What follows belongs to an exercise in optimizing a design on an open flow for small area; a production flow would make more cautious choices.
Function was checked by simulation only, so behaviour that the tests miss may differ from the original.
Power figures rest on the tool's default switching activity, not on a simulated workload.

==> exp/amber <==
## top_level
module top_level (
    input  wire         clk_100mhz,
    output logic [15:0] led,
    input  wire  [15:0] sw,
    input  wire  [ 4:0] btn,
    output logic        spk,
    output logic        aud_sd_n,
    input wire JA1
);
  assign aud_sd_n = 1'b1;   
  assign led[7:0] = sw[7:0];
  assign led[15] = 1'b0;
  logic sys_rst;
  assign sys_rst = btn[0];
  logic [3:0] freq_m;
  logic [3:0] freq_s;
  logic [3:0] shift_sw;   
  always_ff @(posedge clk_100mhz) begin
    freq_m   <= sw[15:12];
    freq_s   <= sw[11:8];
    shift_sw <= sw[7:4];
  end
  logic [21:0] wave_period;
  divider my_divide (
      .clk(clk_100mhz),
      .rst(sys_rst),
      .freq_m(freq_m),
      .freq_s(freq_s),
      .period(wave_period)
  );
  logic [21:0] square_count;
  counter #(
      .W(22)
  ) wave_count (
      .clk(clk_100mhz),
      .rst(sys_rst),
      .period(wave_period),
      .count(square_count)
  );
  logic square_state;
  logic impulse_approx;
  logic square_wave;
  always_ff @(posedge clk_100mhz) begin
    if (sys_rst) begin
      square_state <= 1'b0;
    end else begin
      square_state <= (square_count == 0) ^ square_state;
    end
    impulse_approx <= square_state && (square_count < 1000);
    square_wave <= square_state;
  end
  logic midi_valid;
  logic [6:0] midi_status;
  midi_receive my_midi_receiver (
      .clk(clk_100mhz),
      .rst(sys_rst),
      .din(JA1),
      .dout_valid(midi_valid),
      .status(midi_status)
  );
  always_ff @(posedge clk_100mhz) begin
    if (midi_valid) begin
      led[14:8] <= midi_status;
    end
  end
  logic [11:0] sample_cycle_count;
  counter #(
      .W(12)
  ) sampled_counter (
      .clk(clk_100mhz),
  ...
clock: 14.0 ns
lec_check: 0
cap_margin: 0
core_margin: 2
core_utilization: 45
gpl_timing_driven: 0
slew_margin: 0
synth_memory_max_bits: 32768
standard.sh (not shown) runs the stock make flow with config.mk's settings and CLKGATE_MAP_FILE= SYNTH_SCRIPT=/design/flow/synth_recipe.tcl, a recipe that flattens the netlist after the stock synthesis.
==> flow/flow/run.sh <==
#!/bin/bash
# Layout flow: the standard ORFS flow (standard.sh) with one change in
# synthesis: combinational logic is mapped with an area-oriented ABC script
# (flow/abc_area_map.script) instead of ORFS's delay-oriented one, and Yosys's
# early "abc -fast" inside synth is skipped (-noabc) so that the hand-built
# full-adder trees reach extract_fa as written.  Registers, their names and
# cell types are exactly those of the standard synthesis; floorplan,
# placement, routing and finishing are the standard ones.  Clock tree
# synthesis runs with the standard options plus -dont_use_dummy_load (no
# dummy load cells added to balance the tree).
set -euo pipefail
WORK=$(pwd)

# private copy of ORFS's scripts with the ABC script replaced
rm -rf "$WORK/scripts_area"
cp -r "$FLOW_HOME/scripts" "$WORK/scripts_area"
cp "$WORK/flow/abc_area_map.script" "$WORK/scripts_area/abc_speed.script"
cp "$WORK/flow/abc_area_map.script" "$WORK/scripts_area/abc_area.script"
export SCRIPTS_DIR="$WORK/scripts_area"
export SYNTH_OPERATIONS_ARGS="-noabc"
export CTS_ARGS="-sink_clustering_enable -repair_clock_nets -buf_list sky130_fd_sc_hd__clkbuf_4 -dont_use_dummy_load"

bash standard.sh synth > "$WORK/synth.log" 2>&1
bash standard.sh > "$WORK/layout.log" 2>&1
==> flow/flow/abc_area_map.script <==
strash
dc2
&get -n
&dch -f
&nf -R 1000
&put
strash
dc2
&get -n
&dch -f
&nf -R 1000
&put
topo
==> exp/indigo: changes against exp/amber <==
==> flow/flow/run.sh (replaced) <==
#!/bin/bash
# Layout flow: the standard ORFS flow (standard.sh) with one change in
# synthesis: combinational logic is mapped with an area-oriented ABC script
# (flow/abc_area_map.script) instead of ORFS's delay-oriented one, and Yosys's
# early "abc -fast" inside synth is skipped (-noabc) so that the hand-built
# full-adder trees reach extract_fa as written.  Registers, their names and
# cell types are exactly those of the standard synthesis; floorplan,
# placement, routing and finishing are the standard ones.  Clock tree
# synthesis uses clkbuf_4 buffers, clusters of at most 8 sinks within 60 um,
# and no dummy load cells (-dont_use_dummy_load).
set -euo pipefail
WORK=$(pwd)

# private copy of ORFS's scripts with the ABC script replaced
rm -rf "$WORK/scripts_area"
cp -r "$FLOW_HOME/scripts" "$WORK/scripts_area"
cp "$WORK/flow/abc_area_map.script" "$WORK/scripts_area/abc_speed.script"
cp "$WORK/flow/abc_area_map.script" "$WORK/scripts_area/abc_area.script"
export SCRIPTS_DIR="$WORK/scripts_area"
export SYNTH_OPERATIONS_ARGS="-noabc"
export CTS_ARGS="-sink_clustering_enable -repair_clock_nets -buf_list sky130_fd_sc_hd__clkbuf_4 -sink_clustering_size 8 -sink_clustering_max_diameter 60 -dont_use_dummy_load"

bash standard.sh synth > "$WORK/synth.log" 2>&1
bash standard.sh > "$WORK/layout.log" 2>&1
==> flow/config.mk (replaced) <==
export PLATFORM = sky130hd
export DESIGN_NAME = top_level
export DESIGN_NICKNAME = top_level
export VERILOG_FILES = /design/flow/design.v
export SDC_FILE = /design/flow/constraint.sdc
export NUM_CORES = 4
export LEC_CHECK = 0
export CAP_MARGIN = 20
export CORE_MARGIN = 2
export CORE_UTILIZATION = 45
export SLEW_MARGIN = 10
export SYNTH_MEMORY_MAX_BITS = 32768
==> exp/cedar: changes against exp/amber <==
--- a/flow/design.v
+++ b/flow/design.v
@@ -1098,141 +1098,93 @@
 `default_nettype wire
 `timescale 1ns / 1ps
 `default_nettype none
 module dlt_sig_dac_2nd_order (
     input wire clk,
     input wire rst,
-    input wire [17:0] offset_input,
+    input wire [15:0] current_sample,
     output logic audio_out
 );
   logic [23:0] noise_source;   
-  logic [20:0] dither;   
+  logic [23:0] noise;
+  logic [19:0] last_noise;   
+  logic [23:0] dither;
+  logic [17:0] scaled_input;
   logic [23:0] a_sum;
+  logic [23:0] a_error;
   logic [23:0] b_sum;
-  logic last_out;
-  logic [23:0] noise_next;
-  assign noise_next = {
-    noise_source[22] ^ noise_source[23],
-    noise_source[21] ^ noise_source[23],
-    noise_source[20:17],
-    noise_source[16] ^ noise_source[23],
-    noise_source[15:0],
-    noise_source[23]
-  };
-  logic [19:0] noise;
-  logic [19:0] noise_new;
-  assign noise = {
-    noise_source[19], noise_source[16], noise_source[22], noise_source[18], noise_source[15],
-    noise_source[0], noise_source[8], noise_source[11], noise_source[4], noise_source[9],
-    noise_source[12], noise_source[7], noise_source[2], noise_source[13], noise_source[5],
-    noise_source[14], noise_source[3], noise_source[1], noise_source[6], noise_source[10]
-  };
-  assign noise_new = {
-    noise_next[19], noise_next[16], noise_next[22], noise_next[18], noise_next[15],
-    noise_next[0], noise_next[8], noise_next[11], noise_next[4], noise_next[9],
-    noise_next[12], noise_next[7], noise_next[2], noise_next[13], noise_next[5],
-    noise_next[14], noise_next[3], noise_next[1], noise_next[6], noise_next[10]
-  };
-  logic [20:0] dither_next;
-  ripple_add #(
-      .W(21)
-  ) dither_sub (
-      .a({noise_new[19], noise_new}),
-      .b(~{noise[19], noise}),
-      .cin(1'b1),
-      .sum(dither_next)
-  );
-  assign audio_out = !last_out && !b_sum[23];
-  logic [23:0] offset;
-  assign offset = {6'd0, offset_input};
-  logic [23:0] dither_ext;
-  assign dither_ext = {{3{dither[20]}}, dither};
-  logic [23:0] sum_a;   
-  ripple_add #(
-      .W(24)
-  ) add_a (
-      .a(a_sum),
-      .b(offset),
-      .cin(1'b0),
-      .sum(sum_a)
-  );
-  logic [23:0] s1, c1, s2, c2;
-  logic [23:0] sum_b;
-  always_comb begin
-    for (int i = 0; i < 24; i++) begin
-      s1[i] = b_sum[i] ^ a_sum[i] ^ offset[i];
-      c1[i] = (b_sum[i] & a_sum[i]) | (b_sum[i] & offset[i]) | (a_sum[i] & offset[i]);
-    end
-    for (int i = 0; i < 24; i++) begin
-      logic cc;
-      cc = (i == 0) ? 1'b0 : c1[i-1];
-      s2[i] = s1[i] ^ cc ^ dither_ext[i];
-      c2[i] = (s1[i] & cc) | (s1[i] & dither_ext[i]) | (cc & dither_ext[i]);
-    end
-  end
-  ripple_add #(
-      .W(24)
-  ) add_b (
-      .a(s2),
-      .b({c2[22:0], 1'b0}),
-      .cin(1'b0),
-      .sum(sum_b)
-  );
+  logic [23:0] b_error;
   logic [23:0] next_a_sum;
   logic [23:0] next_b_sum;
-  logic [23:0] raw_a;
-  logic [23:0] raw_b;
+  logic last_out;
+  assign scaled_input = $signed(current_sample) + ($signed(current_sample) <<< 1);
+  assign noise = $signed(
+      {
+        noise_source[19],
+        noise_source[16],
+        noise_source[22],
+        noise_source[18],
+        noise_source[15],
+        noise_source[0],
+        noise_source[8],
+        noise_source[11],
+        noise_source[4],
+        noise_source[9],
+        noise_source[12],
+        noise_source[7],
+        noise_source[2],
+        noise_source[13],
+        noise_source[5],
+        noise_source[14],
+        noise_source[3],
+        noise_source[1],
+        noise_source[6],
+        noise_source[10]
+      }
+  );
+  assign dither = noise - {{4{last_noise[19]}}, last_noise};
+  assign audio_out = !last_out && ($signed(b_sum) >= 0);
+  assign a_error = {~scaled_input[17], scaled_input[16:0]} - (audio_out << 19);
+  assign b_error = a_sum + a_error - (audio_out << 19) + dither;
   always_comb begin
-    raw_a = {sum_a[23:19] - {4'd0, audio_out}, sum_a[18:0]};
-    raw_b = {sum_b[23:20] - {3'd0, audio_out}, sum_b[19:0]};
-    next_a_sum = raw_a;
-    next_b_sum = raw_b;
-    if (raw_a[23] && ~raw_a[22]) begin   
+    next_a_sum = a_sum + a_error;
+    next_b_sum = b_sum + b_error;
+    if (next_a_sum[23] && ~next_a_sum[22]) begin   
       next_a_sum = 24'hC00000;   
-    end else if (~raw_a[23] && raw_a[22]) begin   
+    end else if (~next_a_sum[23] && next_a_sum[22]) begin   
       next_a_sum = 24'h400000;   
     end
-    if (raw_b[23] && ~raw_b[22]) begin   
+    if (next_b_sum[23] && ~next_b_sum[22]) begin   
       next_b_sum = 24'hC00000;   
-    end else if (~raw_b[23] && raw_b[22]) begin   
+    end else if (~next_b_sum[23] && next_b_sum[22]) begin   
       next_b_sum = 24'h400000;   
     end
   end
   always_ff @(posedge clk) begin
     if (rst) begin
       noise_source <= 24'hFFFFFF;
-      dither <= 21'h1FFFFF;   
       a_sum <= 0;
       b_sum <= 0;
       last_out <= 0;
+      last_noise <= 0;
     end else begin
       last_out <= audio_out;
-      noise_source <= noise_next;
-      dither <= dither_next;
+      noise_source <= {
+        noise_source[22] ^ noise_source[23],
+        noise_source[21] ^ noise_source[23],
+        noise_source[20:17],
+        noise_source[16] ^ noise_source[23],
+        noise_source[15:0],
+        noise_source[23]
+      };
+      last_noise <= noise[19:0];
       a_sum <= next_a_sum;
       b_sum <= next_b_sum;
     end
   end
 endmodule
-module ripple_add #(
-    parameter W = 8
-) (
-    input  wire  [W-1:0] a,
-    input  wire  [W-1:0] b,
-    input  wire          cin,
-    output logic [W-1:0] sum
-);
-  logic [W:0] c;
-  always_comb begin
-    c[0] = cin;
-    for (int i = 0; i < W; i++) begin
-      sum[i] = a[i] ^ b[i] ^ c[i];
-      c[i+1] = (a[i] & b[i]) | (a[i] & c[i]) | (b[i] & c[i]);
-    end
-  end
-endmodule
 `default_nettype wire
 `timescale 1ns / 1ps
 `default_nettype none
 module top_level (
     input  wire         clk_100mhz,
     output logic [15:0] led,
@@ -1324,34 +1276,21 @@
       .rst(sys_rst),
       .sample_in(sin_sample),
       .sample_in_zero(sin_zero),
       .sample_in_valid(sw[0] && sample_cycle_count == 2),
       .sample_out(sin_upsample)
   );
-  logic signed [15:0] scaled_sample;
-  assign scaled_sample = sw[2] ? $signed(sin_upsample) >>> ~shift_sw : 16'sd0;
-  logic signed [17:0] scaled_wide;
-  assign scaled_wide = scaled_sample;   
-  logic [17:0] scaled3;
-  ripple_add #(
-      .W(18)
-  ) times3 (
-      .a(scaled_wide),
-      .b({scaled_wide[16:0], 1'b0}),
-      .cin(1'b0),
-      .sum(scaled3)
-  );
-  logic [17:0] offset_sample;
+  logic [15:0] sample_out;
   always_ff @(posedge clk_100mhz) begin
-    offset_sample <= {~scaled3[17], scaled3[16:0]};   
+    sample_out <= sw[2] ? $signed(sin_upsample) >>> ~shift_sw : 16'sd0;
   end
   logic sin_wave;
   dlt_sig_dac_2nd_order ds_dac (
       .clk(clk_100mhz),
       .rst(sys_rst),
-      .offset_input(offset_sample),
+      .current_sample(sample_out),
       .audio_out(sin_wave)
   );
   logic spk_out;
   always_ff @(posedge clk_100mhz) begin
     case (sw[1:0])
       2'b00:   spk_out <= sw[2] ? square_wave : 1'b0;
--- a/flow/config.mk
+++ b/flow/config.mk
@@ -5,9 +5,8 @@
 export SDC_FILE = /design/flow/constraint.sdc
 export NUM_CORES = 4
 export LEC_CHECK = 0
 export CAP_MARGIN = 0
 export CORE_MARGIN = 2
 export CORE_UTILIZATION = 45
-export GPL_TIMING_DRIVEN = 0
 export SLEW_MARGIN = 0
 export SYNTH_MEMORY_MAX_BITS = 32768
==> results.ini <==
[status]
outcome=finished with violations
so_faults=capacitance limit, slew limit

[synthesis]
synth_compound_area_share_pct=15.4

[sta]
drv_slew=91

[layout]
areaGrowthSynthToFinish_pct=12.1
fin_cells=7358

[job]
cap_violations=18

Source of the figures above: exp/amber

==> results.ini <==
[synthesis]
synth_compound_area_share_pct=15.8
async_flop_share_pct=0

[status]
outcome=finished with violations
so_faults=capacitance limit

[global_route]
track_usage_pct=44.7
met3_usage_pct=18.6
grt_pass1_vias=50670

[layout]
areaGrowthSynthToFinish_pct=12.3

[power]
pwr-share-clk_pct=27.2

[job]
cap_violations=1

[sta]
drv_slew=2

[critical_path]
crit_path_frequent_cell=fa_1

Source of the figures above: exp/cedar

==> results.ini <==
[job]
cap_violations=0

[status]
outcome=finished clean

[sta]
drv_slew=0

[layout]
areaGrowthSynthToFinish_pct=10.5
fin_cells=7365

[synthesis]
synth_compound_area_share_pct=15.4

Source of the figures above: exp/indigo

what the ideal ports hide:
No port has a modelled driver above. Below, the same layouts with a new extraction and two added sets of constraints.
Step 1 assumes that a clkbuf_16 drives the clock port and a buf_2 every other input.
Step 2 moves the port delays by t, midway between the first and last clock arrival at a register: inputs arrive t later, outputs are due t later. That takes back most of the time a late clock gives input paths.
a / b / c = ideal ports / drivers / drivers and shift; a / b = the first two.
run | t (ns) | slack for setup (ns) | worst setup path at the end | pins driven straight from the clock port
exp/amber | 1.305 | 0.684 / 0.684 / 0.684 | register to register | 1
exp/indigo | 1.218 | 1.369 / 1.369 / 1.369 | register to register | 1
exp/cedar | 1.329 | 1.160 / 1.160 / 1.160 | register to register | 1
